This is an optimization exercise on Yosys and OpenROAD, whose aim is a short achievable clock period and few clock cycles, not a production implementation.
Function was checked by simulation only, so behaviour that the tests miss may differ from the original.
Power is estimated from default activity; no workload was simulated.

==> inputs of job 7867 <==
==> flow/design.v (excerpt) <==
module ljt_core(
    input         clock,
    input         reset,
    output [63:0] imem_addr,
    input  [31:0] imem_rdata,
    output [63:0] dmem_addr,
    output        dmem_ren,
    input  [63:0] dmem_rdata,
    output        dmem_wen,
    output [7:0]  dmem_wstrb,
    output [63:0] dmem_wdata,
    output        commit_valid,
    output [63:0] commit_pc,
    output [31:0] commit_inst,
    output        commit_rd_wen,
    output [4:0]  commit_rd,
    output [63:0] commit_rd_wdata
);
Settings: LEC_CHECK=0, CAP_MARGIN=35, CELL_PAD_IN_SITES_DETAIL_PLACEMENT=1, CELL_PAD_IN_SITES_GLOBAL_PLACEMENT=1, CORE_MARGIN=2, CORE_UTILIZATION=50, PLACE_DENSITY=0.6, SLEW_MARGIN=35; clock period 13.0 ns.
standard.sh (not shown) runs the stock make flow with config.mk's settings and CLKGATE_MAP_FILE= SYNTH_SCRIPT=/design/flow/synth_recipe.tcl, a recipe that flattens the netlist after the stock synthesis.
==> flow/flow/run.sh <==
#!/bin/bash
set -o pipefail
bash standard.sh SETUP_SLACK_MARGIN=8.6 finish > standard_flow.log 2>&1
==> job 7059 (differences from job 7867) <==
--- a/flow/design.v
+++ b/flow/design.v
@@ -71,18 +71,19 @@
 reg                 btb_v   [0:BTB_N-1];
 reg  [BTB_TB-1:0]   btb_tag [0:BTB_N-1];
 reg  [31:1]         btb_t   [0:BTB_N-1];
 reg  [1:0]          bim     [0:(1<<BIM_IB)-1];
 reg  [63:0]         ras0, ras1, ras2, ras3;
 reg                 rst_q;
 reg  [63:0] rf [0:31];
-wire [BTB_IB-1:0] f_bi   = pc_f[BTB_IB+1:2];
-wire [BTB_TB-1:0] f_tag  = pc_f[BTB_TB+BTB_IB+1:BTB_IB+2];
+reg  [14:2]       f_lk;
+wire [BTB_IB-1:0] f_bi   = f_lk[BTB_IB+1:2];
+wire [BTB_TB-1:0] f_tag  = f_lk[BTB_TB+BTB_IB+1:BTB_IB+2];
 wire              f_hit  = btb_v[f_bi] && (btb_tag[f_bi] == f_tag);
-wire [1:0]        f_ctr  = bim[pc_f[BIM_IB+1:2]];
+wire [1:0]        f_ctr  = bim[f_lk[BIM_IB+1:2]];
 wire [63:0]       f_btgt = {pc_f[63:32], btb_t[f_bi], 1'b0};
 wire [63:0]       f_pc4  = pc_f + 64'd4;
 wire [63:0]       f_ras  = (e_live & e_is_call) ? e_pc4 : ras0;
 wire [31:0]       fi     = imem_rdata;
 wire              f_jal  = (fi[6:0] == 7'b1101111);
 wire              f_br   = (fi[6:0] == 7'b1100011);
 wire              f_jalr = (fi[6:0] == 7'b1100111);
@@ -237,48 +238,52 @@
         3'd6: e_taken = b_ltu;
         3'd7: e_taken = ~b_ltu;
         default: e_taken = 1'b0;
     endcase
 end
 wire        e_jalr_ok = ~e_npc0 & ((ea[0] & e_imm0) ? (ea[63:1] == e_jc1) : (ea[63:1] == e_jc0));
 wire [63:0] e_jtarget = {e_sum[63:1], 1'b0};
-wire e_br_wrong   = (e_m_eq & b_eq)   | (e_m_ne & ~b_eq)
-                  | (e_m_lt & b_lts)  | (e_m_ge & ~b_lts)
+wire e_br_fast    = (e_m_eq & b_eq)   | (e_m_ne & ~b_eq);
+wire e_br_slow    = (e_m_lt & b_lts)  | (e_m_ge & ~b_lts)
                   | (e_m_ltu & b_ltu) | (e_m_geu & ~b_ltu);
+wire e_br_wrong   = e_br_fast | e_br_slow;
 wire e_jalr_wrong = e_is_jalr & ~e_jalr_ok;
 wire e_redirect   = e_live & (e_br_wrong | e_jalr_wrong);
+wire e_red_fast   = e_live & e_br_fast;
+wire e_red_slow   = e_live & (e_br_slow | e_jalr_wrong);
+wire [63:0] e_btgt_sel = e_ctr[1] ? e_pc4 : e_btarget;
 wire [63:0] e_target = e_is_jalr ? e_jtarget : (e_ctr[1] ? e_pc4 : e_btarget);
 wire [2:0]  e_off   = ea[2:0] + eb[2:0];
 wire [7:0]  e_smask = (e_f3[1:0] == 2'd0) ? 8'h01 :
                       (e_f3[1:0] == 2'd1) ? 8'h03 :
                       (e_f3[1:0] == 2'd2) ? 8'h0f : 8'hff;
 wire [7:0]  e_wstrb = e_smask << e_off;
 wire [63:0] e_wdata = es << {e_off, 3'b000};
 wire        f_sel_btb = ~stall & ~d_redirect & ~f_ret & f_take & f_hit;
 wire [63:0] pc_other  = d_redirect ? d_tgt : stall ? pc_f : f_ret ? f_ras : f_pc4;
 wire [63:0] pc_nr     = f_sel_btb ? f_btgt : pc_other;
-wire [63:0] pc_next   = r_red ? r_tgt : d_bad_q ? d_tgt_q : pc_nr;
+wire [63:0] pc_next   = e_red_fast ? e_btgt_sel : r_red ? r_tgt : d_bad_q ? d_tgt_q : pc_nr;
 always @(posedge clock or posedge reset) begin
     if (reset) begin
         pc_f    <= PC_START;
         d_valid <= 1'b0;
         e_valid <= 1'b0;
         r_red   <= 1'b0;
         d_bad_q <= 1'b0;
         m_valid <= 1'b0;
         m_ren   <= 1'b0;
         m_wr    <= 1'b0;
         w_valid <= 1'b0;
     end else begin
         pc_f <= pc_next;
         d_bad_q <= d_bad & ~e_redirect;
-        if (r_red | d_bad_q) d_valid <= 1'b0;
+        if (r_red | d_bad_q | e_red_fast) d_valid <= 1'b0;
         else if (!stall)     d_valid <= ~d_redirect;
-        e_valid <= d_valid & ~stall & ~r_red & ~d_bad_q;
-        r_red   <= e_redirect;
+        e_valid <= d_valid & ~stall & ~r_red & ~d_bad_q & ~e_red_fast;
+        r_red   <= e_red_slow;
         m_valid <= e_live;
         m_ren   <= e_live & e_is_load;
         m_wr    <= e_live & e_is_store;
         w_valid <= m_valid;
     end
 end
 always @(posedge clock) begin
@@ -420,14 +425,15 @@
 reg         o_ren;
 reg         o_cvalid;
 reg  [63:0] o_cdata;
 reg         o_cwen;
 reg  [4:0]  o_crd;
 always @(posedge clock) begin
     o_pc     <= reset ? PC_START : pc_next;
+    f_lk     <= reset ? PC_START[14:2] : pc_next[14:2];
     o_daddr  <= e_sum & {64{e_live & (e_is_load | e_is_store)}};
     o_ren    <= e_live & e_is_load;
     o_cvalid <= reset ? 1'b0 : m_valid;
     o_cdata  <= m_fin & {64{m_valid}};
     o_cwen   <= m_wen & m_valid;
     o_crd    <= m_rd & {5{m_valid}};
 end
==> flow/flow/run.sh (replaced) <==
#!/bin/bash
set -o pipefail
bash standard.sh SETUP_SLACK_MARGIN=8.8 finish > standard_flow.log 2>&1
==> job 8066 (differences from job 7867) <==
--- a/flow/design.v
+++ b/flow/design.v
@@ -71,18 +71,19 @@
 reg                 btb_v   [0:BTB_N-1];
 reg  [BTB_TB-1:0]   btb_tag [0:BTB_N-1];
 reg  [31:1]         btb_t   [0:BTB_N-1];
 reg  [1:0]          bim     [0:(1<<BIM_IB)-1];
 reg  [63:0]         ras0, ras1, ras2, ras3;
 reg                 rst_q;
 reg  [63:0] rf [0:31];
-wire [BTB_IB-1:0] f_bi   = pc_f[BTB_IB+1:2];
-wire [BTB_TB-1:0] f_tag  = pc_f[BTB_TB+BTB_IB+1:BTB_IB+2];
+reg  [14:2]       f_lk;
+wire [BTB_IB-1:0] f_bi   = f_lk[BTB_IB+1:2];
+wire [BTB_TB-1:0] f_tag  = f_lk[BTB_TB+BTB_IB+1:BTB_IB+2];
 wire              f_hit  = btb_v[f_bi] && (btb_tag[f_bi] == f_tag);
-wire [1:0]        f_ctr  = bim[pc_f[BIM_IB+1:2]];
+wire [1:0]        f_ctr  = bim[f_lk[BIM_IB+1:2]];
 wire [63:0]       f_btgt = {pc_f[63:32], btb_t[f_bi], 1'b0};
 wire [63:0]       f_pc4  = pc_f + 64'd4;
 wire [63:0]       f_ras  = (e_live & e_is_call) ? e_pc4 : ras0;
 wire [31:0]       fi     = imem_rdata;
 wire              f_jal  = (fi[6:0] == 7'b1101111);
 wire              f_br   = (fi[6:0] == 7'b1100011);
 wire              f_jalr = (fi[6:0] == 7'b1100111);
@@ -237,48 +238,52 @@
         3'd6: e_taken = b_ltu;
         3'd7: e_taken = ~b_ltu;
         default: e_taken = 1'b0;
     endcase
 end
 wire        e_jalr_ok = ~e_npc0 & ((ea[0] & e_imm0) ? (ea[63:1] == e_jc1) : (ea[63:1] == e_jc0));
 wire [63:0] e_jtarget = {e_sum[63:1], 1'b0};
-wire e_br_wrong   = (e_m_eq & b_eq)   | (e_m_ne & ~b_eq)
-                  | (e_m_lt & b_lts)  | (e_m_ge & ~b_lts)
+wire e_br_fast    = (e_m_eq & b_eq)   | (e_m_ne & ~b_eq);
+wire e_br_slow    = (e_m_lt & b_lts)  | (e_m_ge & ~b_lts)
                   | (e_m_ltu & b_ltu) | (e_m_geu & ~b_ltu);
+wire e_br_wrong   = e_br_fast | e_br_slow;
 wire e_jalr_wrong = e_is_jalr & ~e_jalr_ok;
 wire e_redirect   = e_live & (e_br_wrong | e_jalr_wrong);
+wire e_red_fast   = e_live & e_br_fast;
+wire e_red_slow   = e_live & (e_br_slow | e_jalr_wrong);
+wire [63:0] e_btgt_sel = e_ctr[1] ? e_pc4 : e_btarget;
 wire [63:0] e_target = e_is_jalr ? e_jtarget : (e_ctr[1] ? e_pc4 : e_btarget);
 wire [2:0]  e_off   = ea[2:0] + eb[2:0];
 wire [7:0]  e_smask = (e_f3[1:0] == 2'd0) ? 8'h01 :
                       (e_f3[1:0] == 2'd1) ? 8'h03 :
                       (e_f3[1:0] == 2'd2) ? 8'h0f : 8'hff;
 wire [7:0]  e_wstrb = e_smask << e_off;
 wire [63:0] e_wdata = es << {e_off, 3'b000};
 wire        f_sel_btb = ~stall & ~d_redirect & ~f_ret & f_take & f_hit;
 wire [63:0] pc_other  = d_redirect ? d_tgt : stall ? pc_f : f_ret ? f_ras : f_pc4;
 wire [63:0] pc_nr     = f_sel_btb ? f_btgt : pc_other;
-wire [63:0] pc_next   = r_red ? r_tgt : d_bad_q ? d_tgt_q : pc_nr;
+wire [63:0] pc_next   = e_red_fast ? e_btgt_sel : r_red ? r_tgt : d_bad_q ? d_tgt_q : pc_nr;
 always @(posedge clock or posedge reset) begin
     if (reset) begin
         pc_f    <= PC_START;
         d_valid <= 1'b0;
         e_valid <= 1'b0;
         r_red   <= 1'b0;
         d_bad_q <= 1'b0;
         m_valid <= 1'b0;
         m_ren   <= 1'b0;
         m_wr    <= 1'b0;
         w_valid <= 1'b0;
     end else begin
         pc_f <= pc_next;
         d_bad_q <= d_bad & ~e_redirect;
-        if (r_red | d_bad_q) d_valid <= 1'b0;
+        if (r_red | d_bad_q | e_red_fast) d_valid <= 1'b0;
         else if (!stall)     d_valid <= ~d_redirect;
-        e_valid <= d_valid & ~stall & ~r_red & ~d_bad_q;
-        r_red   <= e_redirect;
+        e_valid <= d_valid & ~stall & ~r_red & ~d_bad_q & ~e_red_fast;
+        r_red   <= e_red_slow;
         m_valid <= e_live;
         m_ren   <= e_live & e_is_load;
         m_wr    <= e_live & e_is_store;
         w_valid <= m_valid;
     end
 end
 always @(posedge clock) begin
@@ -420,14 +425,15 @@
 reg         o_ren;
 reg         o_cvalid;
 reg  [63:0] o_cdata;
 reg         o_cwen;
 reg  [4:0]  o_crd;
 always @(posedge clock) begin
     o_pc     <= reset ? PC_START : pc_next;
+    f_lk     <= reset ? PC_START[14:2] : pc_next[14:2];
     o_daddr  <= e_sum & {64{e_live & (e_is_load | e_is_store)}};
     o_ren    <= e_live & e_is_load;
     o_cvalid <= reset ? 1'b0 : m_valid;
     o_cdata  <= m_fin & {64{m_valid}};
     o_cwen   <= m_wen & m_valid;
     o_crd    <= m_rd & {5{m_valid}};
 end
==> qor summary <==
| item | job 7867 | job 7059 | job 8066 |
|---|---|---|---|
| DIE AREA | 0.545 sq mm | 0.546 sq mm | 0.546 sq mm |
| Comb group | 19.8 mW | 19.1 mW | 18.6 mW |
| M1 wire length | 453000 um | 462000 um | 463000 um |
| Power in the clock group | 17.5 mW | 17.6 mW | 17.6 mW |
| Highest Clock Rate | 216 MHz | 217 MHz | 215 MHz |
| Worst endpoint data arrival time | 5640 ps | 5600 ps | 5560 ps |
| Cell with the largest stage delay on the worst path | sky130_fd_sc_hd__dfrtp_4 | sky130_fd_sc_hd__or4b_4 | sky130_fd_sc_hd__dfxtp_4 |
| Number of filler instances in the final layout | 50.8k | 50.3k | 50.6k |
| Number of clock buffers in the layout | 797 | 802 | 823 |
| Sequential share of power | 39.4% | 39.5% | 39.7% |
| Worst slew margin relative to its limit | 18.8% | 18.8% | 22.4% |
| Post-place instance area | 0.287 sq mm | 0.288 sq mm | 0.287 sq mm |
| Final standard cell count with taps included and fillers excluded | 28.5k | 28.8k | 28.7k |
| Wire length of the first global-routing pass | 1670000 um | 1730000 um | 1700000 um |
| Reg-to-reg slack, setup | 8360 ps | 8400 ps | 8360 ps |
| Mapped Cells | 20.1k | 20.1k | 20.1k |
| Number of buffers other than clock buffers in the final layout | 1609 | 1915 | 1776 |
| Net switching fraction of the power | 37.4% | 37.1% | 36.8% |
| Transition time at the pin with the least slew margin | 1210 ps | 1210 ps | 1160 ps |
| Routed wire length per instance | 43.6 um | 44.7 um | 44.1 um |
| Worst path buffer plus inverter count | 6 | 8 | 2 |
| Inverter count | 524 | 523 | 524 |
| Outcome | timing/DRC/antenna clean | timing/DRC/antenna clean | timing/DRC/antenna clean |
| Area growth from synthesis to final layout | 17.5% | 20.0% | 18.6% |
| Antenna diodes | 71 | 104 | 87 |
Testbench counts of job 7867, summed over its fixed seeds: cycles 190,354.
Testbench counts of job 7059, summed over its fixed seeds: cycles 188,895.
Testbench counts of job 8066, summed over its fixed seeds: cycles 188,895.

[separate check: timing with driven ports]
How much do the figures lean on ideal ports? The routed layouts below were timed once more, with nothing changed but the port constraints.
Step 1 sets driving cells, clkbuf_16 on the clock port and buf_2 on the other inputs (assumed; they add their load-dependent delay and slew).
Step 2 adds t to the input delays and takes it off the output delays; t is the mean of the earliest and latest rising clock arrival at the registers after step 1. Input paths then give back, and output paths get back, about the clock's delay inside the block.
Slacks: ideal / step 1 / step 2; pairs: ideal / step 1.
run | shift t [ns] | setup WS [ns] | worst data-port slew with drivers (ns) | cell pins on the clock port's net
job 7867 | 1.264 | 8.364 / 8.364 / 7.147 | 0.39 | 1
job 7059 | 1.239 | 8.389 / 8.404 / 7.247 | 0.34 | 1
job 8066 | 1.252 | 8.359 / 8.359 / 7.265 | 0.27 | 1
After both steps every run listed still meets setup and hold. For job 7867, which loses most, drivers alone change the setup slack by 0.000 ns; drivers and shift together by -1.217 ns.
